Source: an optimization exercise on an open RTL-to-GDS flow (aim: a short achievable clock period and few clock cycles). Production flows keep margins and buffers that such runs may drop.
Power and IR drop assume default switching activity.

lane 1:
==> flow/design.v <==
module mips8_cpu(clk, rst, prog_len, imem_addr, imem_rdata, dmem_addr, dmem_rdata,
                 wb_en, wb_addr, wb_data, done, result);
   input clk;
   input rst;
   input [7:0] prog_len;
   output [7:0] imem_addr;
   input [31:0] imem_rdata;
   output [7:0] dmem_addr;
   input [7:0] dmem_rdata;
   output wb_en;
   output [4:0] wb_addr;
   output [7:0] wb_data;
   output done;
   output [7:0] result;
   localparam NB = 8;
   integer i;
   reg [7:0] len_r;
   always @(posedge clk) len_r <= prog_len;
   reg [7:0] rf [1:31];
   reg [7:0] A;
   reg       halted;
   reg       jrchk;
   reg [7:0] pcI;
   reg       vI;
   reg       predI;    
   reg [2:0] idxI;
   reg       vD;
   reg [4:0] rsD, rtD, destD;
   reg [31:1] rsohD, rtohD;
   reg [7:0] immD, pcD, pc1D, tgtD;
   reg       adduD, sltD, jrD, beqD, bneD, jalD, lwD, addiuD, wenD, useRsD, useRtD;
   reg       pc1_geD;
   reg       sEs, sMs, sWs, sOs, sRs, sEt, sMt, sWt, sOt, sRt;
   reg       hzE, hzM;
   reg       predD;    
   reg       btbD;     
   reg [2:0] idxD;
   reg       vE;
   reg [7:0] opA, opB, pcE, tgtE, next_eqE, next_neE;
   reg       redir_eqE, redir_neE, halt_eqE, halt_neE, tk_eqE, tk_neE;
   reg       sltE, jrE, brE, lwE, wenE;
   reg [4:0] destE;
   reg       predE;
   reg       btbE;
   reg [2:0] idxE;
   reg       mV, mLoad;
   reg [4:0] mDest;
   reg [7:0] mRes;
   reg [7:0] dA;
   reg       wV, wLoad;
   reg [4:0] wDest;
   reg [7:0] wRes;
   reg       oV;
   reg [4:0] oDest;
   reg [7:0] oData;
   reg       done_r;
   reg       bv [0:NB-1];
   reg [7:0] btag [0:NB-1];
   reg [7:0] btgt [0:NB-1];
   reg [2:0] brr;
   reg       uAlloc, uInval;
   reg [7:0] uPc, uTgt;
   reg [2:0] uIdx;
   wire [7:0] sum = opA + opB;
   wire       lt  = $signed(opA) < $signed(opB);
   wire [7:0] resE = sltE ? {7'b0, lt} : sum;
   wire       eq  = (opA == opB);
   wire       redirE = vE & (eq ? redir_eqE : redir_neE);
   wire       haltE  = vE & (eq ? halt_eqE : halt_neE);
   wire       takenE = eq ? tk_eqE : tk_neE;
   wire [7:0] wdata = wLoad ? dmem_rdata : wRes;
   function [7:0] rdrf;
      input [31:1] oh;
      integer k;
      begin
         rdrf = 8'd0;
         for (k = 1; k < 32; k = k + 1)
            rdrf = rdrf | (oh[k] ? rf[k] : 8'd0);
      end
   endfunction
   wire [7:0] rsv = ({8{sEs}} & resE) | ({8{sMs}} & mRes) | ({8{sWs}} & wdata)
                  | ({8{sOs}} & oData) | ({8{sRs}} & rdrf(rsohD));
   wire [7:0] rtv = ({8{sEt}} & resE) | ({8{sMt}} & mRes) | ({8{sWt}} & wdata)
                  | ({8{sOt}} & oData) | ({8{sRt}} & rdrf(rtohD));
   wire stallD = vD & (hzE | hzM);
   wire replayD = stallD & vI;
   wire tgt_geD = (tgtD >= len_r);
   wire tk_eqD = jalD | beqD;
   wire tk_neD = jalD | bneD;
   wire redir_eqD = jrD | (tk_eqD ? (~predD | tgt_geD) : (predD | pc1_geD));
   wire redir_neD = jrD | (tk_neD ? (~predD | tgt_geD) : (predD | pc1_geD));
   wire halt_eqD = ~jrD & (tk_eqD ? tgt_geD : pc1_geD);
   wire halt_neD = ~jrD & (tk_neD ? tgt_geD : pc1_geD);
   wire [31:0] ins = imem_rdata;
   wire [5:0] opI = ins[31:26];
   wire [5:0] fnI = ins[5:0];
   wire rformI = (opI == 6'b000000);
   wire adduI  = rformI & (fnI == 6'b100001);
   wire sltI   = rformI & (fnI == 6'b101010);
   wire jrI    = rformI & (fnI == 6'b001000);
   wire beqI   = (opI == 6'b000100);
   wire bneI   = (opI == 6'b000101);
   wire jalI   = (opI == 6'b000011);
   wire lwI    = (opI == 6'b010111);
   wire addiuI = (opI == 6'b001001);
   wire [4:0] rsI = ins[25:21];
   wire [4:0] rtI = ins[20:16];
   wire [4:0] destI = (adduI | sltI) ? ins[15:11] : (jalI ? 5'd31 : rtI);
   wire wenI = (adduI | sltI | jalI | lwI | addiuI) & (destI != 5'd0);
   wire [7:0] pc1I = pcI + 8'd1;
   wire [7:0] tgtI = jalI ? ins[7:0] : (pcI + ins[7:0]);
   wire useRsI = adduI | sltI | jrI | beqI | bneI | lwI | addiuI;
   wire useRtI = adduI | sltI | beqI | bneI;
   wire fEs = vD & wenD & (destD == rsI);
   wire fMs = vE & wenE & (destE == rsI);
   wire fWs = mV & (mDest == rsI);
   wire fOs = wV & (wDest == rsI);
   wire fEt = vD & wenD & (destD == rtI);
   wire fMt = vE & wenE & (destE == rtI);
   wire fWt = mV & (mDest == rtI);
   wire fOt = wV & (wDest == rtI);
   wire hzEI = vD & wenD & lwD & ((useRsI & (destD == rsI)) | (useRtI & (destD == rtI)));
   wire hzMI = vE & wenE & lwE & ((useRsI & (destE == rsI)) | (useRtI & (destE == rtI)));
   reg [31:1] rsohI, rtohI;
   always @(*) begin
      for (i = 1; i < 32; i = i + 1) begin
         rsohI[i] = (rsI == i);
         rtohI[i] = (rtI == i);
      end
   end
   reg       hitF;
   reg [2:0] idxF;
   reg [7:0] btF;
   always @(*) begin
      hitF = 1'b0;
      idxF = 3'd0;
      btF  = 8'd0;
      for (i = 0; i < NB; i = i + 1) begin
         if (bv[i] && (btag[i] == A)) begin
            hitF = 1'b1;
            idxF = i;
            btF  = btF | btgt[i];
         end
      end
   end
   wire haltF = jrchk & (A >= len_r);
   wire spI = vI & ~predI & ~stallD & (jalI | ((beqI | bneI) & ins[7]));
   wire [7:0] Apred = replayD ? pcI : (spI ? tgtI : (hitF ? btF : A + 8'd1));
   wire [7:0] Xeq = (vE & redir_eqE) ? (jrE ? opA : next_eqE) : Apred;
   wire [7:0] Xne = (vE & redir_neE) ? (jrE ? opA : next_neE) : Apred;
   wire [7:0] Anext = eq ? Xeq : Xne;
   always @(posedge clk) begin
      A <= Anext;
      pcI <= A;
      predI <= hitF;
      idxI <= idxF;
      if (~stallD) begin
         rsD <= rsI;
         rtD <= rtI;
         destD <= destI;
         rsohD <= rsohI;
         rtohD <= rtohI;
         immD <= ins[7:0];
         pcD <= pcI;
         pc1D <= pc1I;
         tgtD <= tgtI;
         pc1_geD <= (pc1I >= len_r);
         adduD <= adduI;
         sltD <= sltI;
         jrD <= jrI;
         beqD <= beqI;
         bneD <= bneI;
         jalD <= jalI;
         lwD <= lwI;
         addiuD <= addiuI;
         wenD <= wenI;
         predD <= predI | spI;
         btbD <= predI;
         idxD <= idxI;
         useRsD <= useRsI;
         useRtD <= useRtI;
         sEs <= fEs;
         sMs <= ~fEs & fMs;
         sWs <= ~fEs & ~fMs & fWs;
         sOs <= ~fEs & ~fMs & ~fWs & fOs;
         sRs <= ~fEs & ~fMs & ~fWs & ~fOs;
         sEt <= fEt;
         sMt <= ~fEt & fMt;
         sWt <= ~fEt & ~fMt & fWt;
         sOt <= ~fEt & ~fMt & ~fWt & fOt;
         sRt <= ~fEt & ~fMt & ~fWt & ~fOt;
         hzE <= hzEI;
         hzM <= hzMI;
      end else begin
         sEs <= 1'b0; sMs <= sEs; sWs <= sMs; sOs <= sWs; sRs <= sRs | sOs;
         sEt <= 1'b0; sMt <= sEt; sWt <= sMt; sOt <= sWt; sRt <= sRt | sOt;
         hzE <= 1'b0;
         hzM <= hzE;
      end
      opA <= jalD ? pc1D : rsv;
      opB <= (addiuD | lwD) ? immD : (jalD ? 8'd0 : rtv);
      pcE <= pcD;
      tgtE <= tgtD;
      next_eqE <= tk_eqD ? tgtD : pc1D;
      next_neE <= tk_neD ? tgtD : pc1D;
      redir_eqE <= redir_eqD;
      redir_neE <= redir_neD;
      halt_eqE <= halt_eqD;
      halt_neE <= halt_neD;
      tk_eqE <= tk_eqD;
      tk_neE <= tk_neD;
      sltE <= sltD;
      jrE <= jrD;
      brE <= beqD | bneD | jalD;
      lwE <= lwD;
      wenE <= wenD;
      destE <= destD;
      predE <= predD;
      btbE <= btbD;
      idxE <= idxD;
      mLoad <= lwE;
      mDest <= destE;
      mRes <= resE;
      dA <= sum;
      wLoad <= mLoad;
      wDest <= mDest;
      wRes <= mRes;
      oDest <= wDest;
      oData <= wdata;
      uPc <= pcE;
      uTgt <= tgtE;
      uIdx <= idxE;
      if (uAlloc) begin
         btag[brr] <= uPc;
         btgt[brr] <= uTgt;
      end
      if (rst) begin
         halted <= 1'b0;
         jrchk <= 1'b0;
         vI <= 1'b0;
         vD <= 1'b0;
         vE <= 1'b0;
         mV <= 1'b0;
         wV <= 1'b0;
         oV <= 1'b0;
         done_r <= 1'b0;
         brr <= 3'd0;
         uAlloc <= 1'b0;
         uInval <= 1'b0;
         A <= 8'd0;
         for (i = 0; i < NB; i = i + 1) bv[i] <= 1'b0;
         for (i = 1; i < 32; i = i + 1) rf[i] <= 8'd0;
      end else begin
         halted <= halted | haltE | haltF;
         jrchk <= vE & jrE;
         vI <= ~halted & ~haltE & ~haltF & ~redirE & ~replayD & ~spI;
         if (redirE) vD <= 1'b0;
         else if (~stallD) vD <= vI;
         vE <= vD & ~stallD & ~redirE;
         mV <= vE & wenE;
         wV <= mV;
         oV <= wV;
         if (oV) rf[oDest] <= oData;
         done_r <= (halted | haltE | haltF) & ~(vE & wenE) & ~mV & ~wV;
         uAlloc <= vE & brE & takenE & ~btbE;
         uInval <= vE & brE & ~takenE & btbE;
         if (uAlloc) begin
            bv[brr] <= 1'b1;
            brr <= brr + 3'd1;
         end else if (uInval) begin
            bv[uIdx] <= 1'b0;
         end
      end
   end
   assign imem_addr = A;
   assign dmem_addr = dA;
   assign wb_en = oV;
   assign wb_addr = oDest;
   assign wb_data = oData;
   assign done = done_r;
   assign result = rf[2];
endmodule
Settings: LEC_CHECK=0, ABC_CLOCK_PERIOD_IN_PS=2000, CAP_MARGIN=20, CORE_MARGIN=2, CORE_UTILIZATION=40, PLACE_DENSITY=0.6, SETUP_SLACK_MARGIN=3, SLEW_MARGIN=20; clock period 5.0 ns.
run.sh (not shown) runs the stock make flow with config.mk's settings and CLKGATE_MAP_FILE= SYNTH_SCRIPT=/design/flow/synth_recipe.tcl, a recipe that flattens the netlist after the stock synthesis.
Input-level comparison between lane 2 and lane 1:
--- a/flow/design.v
+++ b/flow/design.v
@@ -129,22 +129,27 @@
       end
    end
-   reg       hitF;
+   wire [7:0] Aseq = A + 8'd1;
+   reg       hitN;
+   reg [2:0] idxN;
+   reg [7:0] btN;
+   always @(*) begin
+      hitN = 1'b0;
+      idxN = 3'd0;
+      btN  = 8'd0;
+      for (i = 0; i < NB; i = i + 1) begin
+         if (bv[i] && (btag[i] == Aseq)) begin
+            hitN = 1'b1;
+            idxN = i;
+            btN  = btN | btgt[i];
+         end
+      end
+   end
+   reg       hitS, seqS;
    reg [2:0] idxF;
    reg [7:0] btF;
-   always @(*) begin
-      hitF = 1'b0;
-      idxF = 3'd0;
-      btF  = 8'd0;
-      for (i = 0; i < NB; i = i + 1) begin
-         if (bv[i] && (btag[i] == A)) begin
-            hitF = 1'b1;
-            idxF = i;
-            btF  = btF | btgt[i];
-         end
-      end
-   end
+   wire      hitF = hitS & seqS;
    wire haltF = jrchk & (A >= len_r);
    wire spI = vI & ~predI & ~stallD & (jalI | ((beqI | bneI) & ins[7]));
-   wire [7:0] Apred = replayD ? pcI : (spI ? tgtI : (hitF ? btF : A + 8'd1));
+   wire [7:0] Apred = replayD ? pcI : (spI ? tgtI : (hitF ? btF : Aseq));
    wire [7:0] Xeq = (vE & redir_eqE) ? (jrE ? opA : next_eqE) : Apred;
    wire [7:0] Xne = (vE & redir_neE) ? (jrE ? opA : next_neE) : Apred;
@@ -155,4 +160,7 @@
       predI <= hitF;
       idxI <= idxF;
+      hitS <= hitN;
+      idxF <= idxN;
+      btF <= btN;
       if (~stallD) begin
          rsD <= rsI;
@@ -249,8 +257,10 @@
          uInval <= 1'b0;
          A <= 8'd0;
+         seqS <= 1'b0;
          for (i = 0; i < NB; i = i + 1) bv[i] <= 1'b0;
          for (i = 1; i < 32; i = i + 1) rf[i] <= 8'd0;
       end else begin
          halted <= halted | haltE | haltF;
+         seqS <= ~redirE & ~replayD & ~spI & ~hitF;
          jrchk <= vE & jrE;
          vI <= ~halted & ~haltE & ~haltF & ~redirE & ~replayD & ~spI;
==> comparison <==
- Number of ordinary and repair buffers in the finished layout grows by a few percent when moving from lane 1 to lane 2.
- Per the comparison of lane 2 with lane 1, count of buffers added by post-CTS timing repair for setup moved up; share of power burned in combinational logic grew by 1.4 points; average instance area after synthesis moved up; design area +3.2%; post-synthesis instance area went up 2.3%.
- Post-route total power grows by a few percent when moving from lane 1 to lane 2.
- Comparing leakage power of the design for lane 1 and lane 2, the bigger number came from lane 2.
- Via count on lane 2 is behind lane 1.
No functional check of the RTL was part of any run of this note.

[separate check: timing with driven ports]
The flow's constraints put no driver on any port. The routed layouts listed below were extracted and timed again, unchanged, in two steps.
Step 1 (the two cells are an assumption about what drives the block):
set clk [get_ports {clk}]
set_driving_cell -lib_cell sky130_fd_sc_hd__clkbuf_16 $clk
set_driving_cell -lib_cell sky130_fd_sc_hd__buf_2 [delete_from_list [all_inputs] $clk]
Step 2 also shifts input and output timing later by t, the mid clock arrival at the registers, as if the neighbouring blocks saw the same clock.
Three values: ideal ports, drivers, drivers and shift; two values: the first two.
run | shift t [ns] | slack for setup (ns) | clock arrival spread, ns | slew at the worst register clock pin (ns)
lane 1 | 0.703 | 2.590 / 2.575 / 1.888 | 0.037 / 0.036 | 0.07 / 0.07
lane 2 | 0.696 | 2.475 / 2.475 / 1.826 | 0.027 / 0.027 | 0.07 / 0.07
After both steps setup and hold are still met in every run listed. For lane 1, which loses most, drivers alone change the setup slack by -0.015 ns; drivers and shift together by -0.702 ns.
